Context: an optimization exercise on an open-source flow, tuned for small area. The choices shown serve that exercise and are no tape-out recipe.
Function was checked by simulation only, so behaviour that the tests miss may differ from the original.
Power figures rest on the tool's default switching activity, not on a simulated workload.

File: flow/design.v
`timescale 1ns / 1ps
module s_div (
    input            clkin,
    input            rst_n,
    output reg [3:0] a,
    output reg [7:0] g
    );
    wire a9   = a[3] & a[0];                          
    wire g199 = g[7] & g[6] & ~g[5] & g[2] & g[1] & g[0];
    always @(posedge clkin) begin
        if (!rst_n) begin
            a <= 4'd0;
            g <= 8'hff;
        end else if (a9) begin
            a <= 4'd0;
            g <= g199 ? 8'd0 : g + 8'd1;
        end else
            a <= a + 4'd1;
    end
endmodule
`timescale 1ns / 1ps
module ajxd (
    input            clkin,
    input      [3:0] btn_in,
    input            first,      
    input            second,     
    output reg [3:0] btn_out
    );
    always @(posedge clkin) begin
        if (first)       btn_out <= btn_in;
        else if (second) btn_out <= btn_out & btn_in;
    end
endmodule
`timescale 1ns / 1ps
module decoder_7seg (
    input      [3:0] d,
    output reg [6:0] s
    );
    always @(*)
        case (d)
            4'd0:  s = 7'b1111110;
            4'd1:  s = 7'b0110000;
            4'd2:  s = 7'b1101101;
            4'd3:  s = 7'b1111001;
            4'd4:  s = 7'b0110011;
            4'd5:  s = 7'b1011011;
            4'd6:  s = 7'b0011111;
            4'd7:  s = 7'b1110000;
            4'd8:  s = 7'b1111111;
            4'd9:  s = 7'b1110011;
            4'd10: s = 7'b0000001;
            4'd11: s = 7'b1000000;
            4'd12: s = 7'b0001000;
            default: s = 7'b0000000;
        endcase
endmodule
`timescale 1ns / 1ps
module top(
    input clkin,     
    input rst_n,     
    input power,     
    input reset,     
    input [3:0] col,
    output beep,     
    output [11:0] led,
    output [7:0] seg,
    output [5:0] dig,
    output [3:0] row
    );
    assign row = 4'b1110;
    wire [3:0] a;
    wire [7:0] g;
    s_div tb0(.clkin(clkin), .rst_n(rst_n), .a(a), .g(g));
    wire a9     = a[3] & a[0];
    wire step   = a9 & (g == 8'd98);     
    wire samp1  = a9 & (g == 8'd18);     
    wire samp2  = a9 & (g == 8'd58);
    wire [3:0] key;
    ajxd kb(.clkin(clkin), .btn_in(col), .first(samp1), .second(samp2), .btn_out(key));
    reg [4:0] n;
    reg       dir;
    reg       fl1, fl2;      
    reg [3:0] lr;            
    reg       rs;            
    wire nz  = (n == 5'd0);
    wire n30 = (n == 5'd30);
    wire [4:0] cnt = n30 ? 5'd0 : n;
    wire [4:0] c1 = dir ? 5'd0 : cnt;
    wire [4:0] c2 = dir ? cnt : 5'd0;
    wire e1 = (lr[3] | lr[1]) & ~(n30 & ~dir);
    wire e2 = (~nz & ~n30 & dir) | ((lr[2] | lr[0]) & ~(n30 & dir));
    wire lo = (n < 5'd20);
    wire [1:0] ds = nz ? {dir & fl2, dir & fl1} :
                    ((dir ^ lo) ? 2'd1 : 2'd2);
    reg [4:0] C1, C2;
    reg       E1, E2, F1, F2;
    reg [1:0] DS;
    reg [3:0] L;
    always @(*) begin
        C1 = c1; C2 = c2; E1 = e1; E2 = e2; F1 = fl1; F2 = fl2; DS = ds; L = lr;
        if ((rs ^ reset) && !F1) begin
            E2 = 1'b1; E1 = 1'b0; C1 = 5'd0; C2 = 5'd0;
        end
        if (!power) begin
            C1 = 5'd0; C2 = 5'd0; E1 = 1'b0; E2 = 1'b0; DS = 2'd0;
        end else begin
            if (!F2 && !key[3]) begin L[3] = 1'b1; E1 = 1'b1; C1 = 5'd0; end
            if (!F1 && !key[2]) begin L[2] = 1'b1; E2 = 1'b1; C2 = 5'd0; end
            if (!F2 && !key[1]) begin L[1] = 1'b1; E1 = 1'b1; C1 = 5'd0; end
            if (!F1 && !key[0]) begin L[0] = 1'b1; E2 = 1'b1; C2 = 5'd0; end
        end
        if (!E1) begin C1 = 5'd0; L[3] = 1'b0; L[1] = 1'b0; end
        if (!E2) begin C2 = 5'd0; L[2] = 1'b0; L[0] = 1'b0; end
        if (E1 && E2) begin
            if (C1 > C2) begin C1 = C1 + 5'd1; F1 = 1'b0; end
            else         begin C2 = C2 + 5'd1; F2 = 1'b0; end
        end else if (E1) begin C1 = C1 + 5'd1; F1 = 1'b0; end
        else if (E2)     begin C2 = C2 + 5'd1; F2 = 1'b0; end
        if (C1 != 5'd0) DS = (C1 < 5'd20) ? 2'd1 : 2'd2;
        if (C2 != 5'd0) DS = (C2 < 5'd20) ? 2'd2 : 2'd1;
        if (C1 == 5'd30) F2 = 1'b1;
        if (C2 == 5'd30) F1 = 1'b1;
    end
    always @(posedge clkin) begin
        if (!rst_n) begin
            n <= 5'd0; dir <= 1'b0; fl1 <= 1'b1; fl2 <= 1'b0; lr <= 4'd0; rs <= 1'b0;
        end else if (step) begin
            rs  <= reset;
            n   <= C1 | C2;
            dir <= (C2 != 5'd0) | ((C1 == 5'd0) & (DS != 2'd0));
            fl1 <= F1;
            fl2 <= F2;
            lr  <= L;
        end
    end
    wire [4:0] th = {n30, n >= 5'd24, n >= 5'd18, n >= 5'd12, n >= 5'd6};
    assign led[3:0]  = lr;
    assign led[6:4]  = 3'b000;
    assign led[11:7] = dir ? {th[0], th[1], th[2], th[3], th[4]} : th;
    assign beep = (n == 5'd29) & (g[2] ? (g[1] | g[0]) : ~(g[1] | g[0]));
    wire       v = ~(g[7] & g[6] & g[5]);
    wire [1:0] d = g[2:1];
    wire [1:0] sta = {~nz & dir, ~nz & ~dir};
    reg  [1:0] sd;           
    always @(posedge clkin)
        if (d != 2'd1) sd <= sta;
    reg [3:0] sh;
    always @(*) begin
        if (!v)              sh = 4'd0;
        else case (d)
            2'd0: sh = {2'b00, ds};
            2'd1: sh = {2'b10, sd} + 4'd2;
            2'd2: sh = cnt / 5'd10;
            default: sh = cnt % 5'd10;
        endcase
    end
    decoder_7seg dec(.d(sh), .s(seg[7:1]));
    assign seg[0] = v & (d == 2'd2);
    assign dig = {~(v & (d == 2'd2)), ~(v & (d == 2'd3)), 2'b11, ~(v & (d == 2'd1)), ~(v & (d == 2'd0))};
endmodule
File: flow/run.sh
#!/bin/bash
# synth_recipe.tcl (not shown) runs the flow's synth.tcl, then flattens the netlist and writes it again
# the make line also repeats each setting of config.mk as NAME=value (left out here)
make -C /OpenROAD-flow-scripts/flow DESIGN_CONFIG=/design/flow/config.mk WORK_HOME=/design/flow/orfs CLKGATE_MAP_FILE= SYNTH_SCRIPT=/design/flow/synth_recipe.tcl finish
File: flow/config.mk
export PLATFORM = sky130hd
export DESIGN_NAME = top
export DESIGN_NICKNAME = top
export VERILOG_FILES = /design/flow/design.v
export SDC_FILE = /design/flow/constraint.sdc
export NUM_CORES = 4
export LEC_CHECK = 0
export CAP_MARGIN = 20
export CORE_MARGIN = 2
export CORE_UTILIZATION = 40
export SLEW_MARGIN = 20
File: flow/constraint.sdc
create_clock -name core_clock -period 15.0 [get_ports {clkin}]
set_input_delay 3.0000 -clock core_clock [delete_from_list [all_inputs] [get_ports {clkin}]]
set_output_delay 3.0000 -clock core_clock [all_outputs]
set_load 0.01 [all_outputs]
==> notes.md <==
through the flow:
step                utilization, %  power, mW  instances  worst slack (ns)
global placement              44.8     0.0960        485              8.02
global route                  46.2      0.174        493              6.97
floorplan                        -     0.0946        384              8.70
detailed placement            44.8     0.0961        485              7.84
CTS                           46.2      0.169        493              7.52
finish                        46.2      0.167        493              7.49
critical path, stage by stage, from the launching register on:
cell and delay (ns):
dfxtp_1 0.69, nand3_1 0.24, nand2_1 0.20, ha_1 0.21, o21ai_1 0.08, xnor2_1 0.23, ha_1 0.21, a21oi_1 0.15
nand2_1 0.09, a21boi_1 0.33, xnor2_1 0.23, nor2_1 0.08, o211a_1 0.28, inv_1 0.09, ha_1 0.18, o21ai_0 0.09
o22ai_1 0.17, a22o_1 0.16, clkdlybuf4s50_1 0.53
per-layer routing:
| metal | vias up | share of wire, % | track usage (%) | routed length [um] |
|---|---|---|---|---|
| met2 | 90 | 45 | 30.0 | 3390 |
| met1 | 1320 | 49 | 28.2 | 3660 |
| li1 | 1382 | - | - | - |
| met4 | 0 | 1.0 | 4.75 | 76 |
| met5 | - | 0 | 0 | 0 |
| met3 | 8 | 5.3 | 3.32 | 402 |
power groups by stage:
stage	logic (mW)	registers, mW	clock network (mW)
after floorplan	0.00689	0.0877	0
after global placement	0.00803	0.0879	0
after detailed placement	0.00808	0.0880	0
after CTS	0.00812	0.0861	0.0744
after global routing	0.00902	0.0862	0.0785
final	0.00819	0.0861	0.0724
flip-flops by register name (all words and copies together), names as in the netlist:
register	cells
rs	1
tb0.g	8
kb.btn_out	4
sd	2
lr	4
fl2	1
dir	1
tb0.a	4
fl1	1
n	5
cells in the mapped netlist (3+ instances only):
cell	instances
a21oi_1	19
inv_1	23
xnor2_1	10
a21boi_1	3
o21ai_0	23
nor3_1	14
a22oi_1	3
o221a_2	4
nor2_1	25
nand2b_1	7
buf_2	4
nor4b_1	3
edfxtp_1	6
nand3_1	17
o22ai_1	5
nor4_1	4
a31oi_1	4
o21ai_1	6
clkbuf_1	12
nand2_1	40
buf_4	10
a22o_1	4
dfxtp_1	25
nor3b_1	3
and2_1	4
a21boi_0	4
ha_1	19
and3_1	5
or3_1	3
xor2_1	5
o21a_1	4
cell type report:
class,count,area (um^2)
fillers,746,3840
multi-input cells,299,2000
flip-flops and latches,31,681
repair buffers,30,298
well taps,99,124
clock buffers,8,100
inverters,26,97.6
how the worst min path moves through the flow:
stage	from	to	slack, ns	cells after the start
floorplan	tb0.a[0]$_SDFF_PP0_	tb0.a[0]$_SDFF_PP0_	0.47	1
global placement	rs$_SDFFE_PN0P_	rs$_SDFFE_PN0P_	0.50	2
detailed placement	rs$_SDFFE_PN0P_	rs$_SDFFE_PN0P_	0.50	2
CTS	rs$_SDFFE_PN0P_	rs$_SDFFE_PN0P_	0.51	2
global route	rs$_SDFFE_PN0P_	rs$_SDFFE_PN0P_	0.54	2
finish	rs$_SDFFE_PN0P_	rs$_SDFFE_PN0P_	0.51	2
logic make-up after synthesis:
family | count (synthesis)
AO/OA/AOI/OAI | 110
XOR/XNOR | 15
adder cells (fa/ha/maj) | 19
buffers and inverters | 54
flip-flops | 31
multiplexers | 5
other | 2
AND/OR/NAND/NOR | 141
==> results.json <==
{
  "finalWirelength_mm": 7.53,
  "p_leak_nw": 1.29,
  "die_area_um2": 7930,
  "finalCritPeriodShare_pct": 50.1,
  "cp-start-kind": "flip-flop",
  "rrSetupSlack_ns": 11.14,
  "synth_largest_area_cell": "dfxtp_1",
  "fin_nets": 420,
  "p_comb_share_pct": 4.9,
  "die_w_um": 89.1,
  "required_ns": 12.00,
  "rr_startpoint": "n[4]$_SDFFE_PN0P_",
  "vias": 2800,
  "grt_usage_pct": 19.4,
  "syn-cell-area_um2": 2900,
  "drc": 0,
  "tns_ns": 0,
  "hpwl_mm": 5.73,
  "rsz0062_at_grt": "no",
  "crit_type": "reg2out",
  "antenna_found_initial": 0,
  "core-area_um2": 7140,
  "intPower_mw": 0.131,
  "synth_area_leaders": "dfxtp_1 17%, ha_1 8.2%, edfxtp_1 6.2%",
  "critPathArrivalTime_ns": 4.51,
  "grt_pass1_vias": 2462,
  "initialDrtViolationCount": 234,
  "synth_top_area_share_pct": 17.3,
  "synth_compound_area_share_pct": 27.7,
  "status": "finished clean",
  "ys_ff_latch": 31,
  "synth_top_family_by_area": "compound AO/OA/AOI/OAI gates",
  "finClkSkew_ns": 0.00392,
  "p_sw_share_pct": 21.5,
  "hp-class": "reg2reg",
  "synth-async-reset-ratio_pct": 0,
  "port_buffers": 29,
  "num_antenna_cells": 0,
  "cts_tree": "built",
  "drive_gt1_share_pct": 8.38,
  "cap_violations": 0,
  "yosysWarnings": 4,
  "die_height_um": 89.1,
  "fp-row-count": 31,
  "synth_mux_area_share_pct": 2.38,
  "hold_violations": 0,
  "synthToLayoutAreaGrowth_pct": 13.8,
  "p_per_area_nw_per_um2": 50.6,
  "yosys.area_share.adder_pct": 8.21,
  "slew_headroom_pct": 43.5,
  "start_util_pct": 40.6,
  "grt-ovfl-total": 0,
  "yosysUniqueCellTypes": 77,
  "yosys.area_share.simple_pct": 24.9,
  "final_common_cell": "nand2_1",
  "avgSynthCellArea_um2": 7.68,
  "tightest_slew_ns": 0.845,
  "vdd.ir_drop.worst_uv": 53.8,
  "synth-xor-area-share_pct": 4.54,
  "netSwitchingPower_mw": 0.0358,
  "drtAntennaViolNets": 0,
  "netlist_instances": 377,
  "h-tree-depth": 2,
  "holdWs_ns": 0.510,
  "clk_path_buf_depth": 2,
  "clockRootBuffer": "clkbuf_8",
  "cp-end-kind": "output port",
  "drv_slew": 0,
  "cts_sinks": 31,
  "fin_crit_ns": 7.51,
  "seqPwrFrac_pct": 51.6,
  "clock_power_share_pct": 43.4,
  "cts_hold_buf": 0,
  "r2r-end": "dir$_SDFFE_PN0P_",
  "grt_pass1_wl_mm": 12.3,
  "synth_edf_count": 6,
  "critPathLaunch": "n[4]$_SDFFE_PN0P_",
  "synth_top_flop_cell": "dfxtp_1",
  "via_per_inst": 5.68,
  "routedWlPerCell_um": 15.3,
  "endpoint": "seg[3]",
  "clkTransAtPathRegs_ns": 0.07,
  "numCtsBuffers": 5,
  "yosysSeqAreaShare_pct": 23.5,
  "grt_max_degree": 26,
  "finalSetupViolCount": 0,
  "layout_common_cells": "40 x nand2_1, 29 x clkdlybuf4s50_1, 25 x nor2_1, 25 x dfxtp_1",
  "cp_max_fo": 18,
  "dpl_cell_area_um2": 3200,
  "io_pins": 39,
  "stdcell_area_um2": 3300,
  "ctsResizeCount": 0,
  "reg2reg_depth": 13,
  "drtPass1Iterations": 5,
  "timing.fmax_ghz": 0.133,
  "gp_congestion": 0.953,
  "clk_latency_ns": 0.28,
  "postCtsSetupRepairBufs": 0
}

## separate check: timing with driven ports
In the flow no input, the clock included, has a driving cell. The finished layout below was timed again as built, in two steps.
Step 1 (the two cells are an assumption about what drives the block):
set clk [get_ports {clkin}]
set_driving_cell -lib_cell sky130_fd_sc_hd__clkbuf_16 $clk
set_driving_cell -lib_cell sky130_fd_sc_hd__buf_2 [delete_from_list [all_inputs] $clk]
Step 2 moves the port delays by t, midway between the first and last clock arrival at a register: inputs arrive t later, outputs are due t later. That takes back most of the time a late clock gives input paths.
Three values: ideal ports, drivers, drivers and shift; two values: the first two.
shift t [ns]: 0.300
setup slack, ns: 7.489 / 7.464 / 7.764
hold slack, ns: 0.510 / 0.510 / 0.510
latest minus earliest clock arrival (ns): 0.004 / 0.004
worst data-port slew with drivers (ns): 0.03
After both steps setup and hold are still met in this run. The setup slack of this run moves by -0.025 ns with the drivers and by +0.275 ns with both steps.
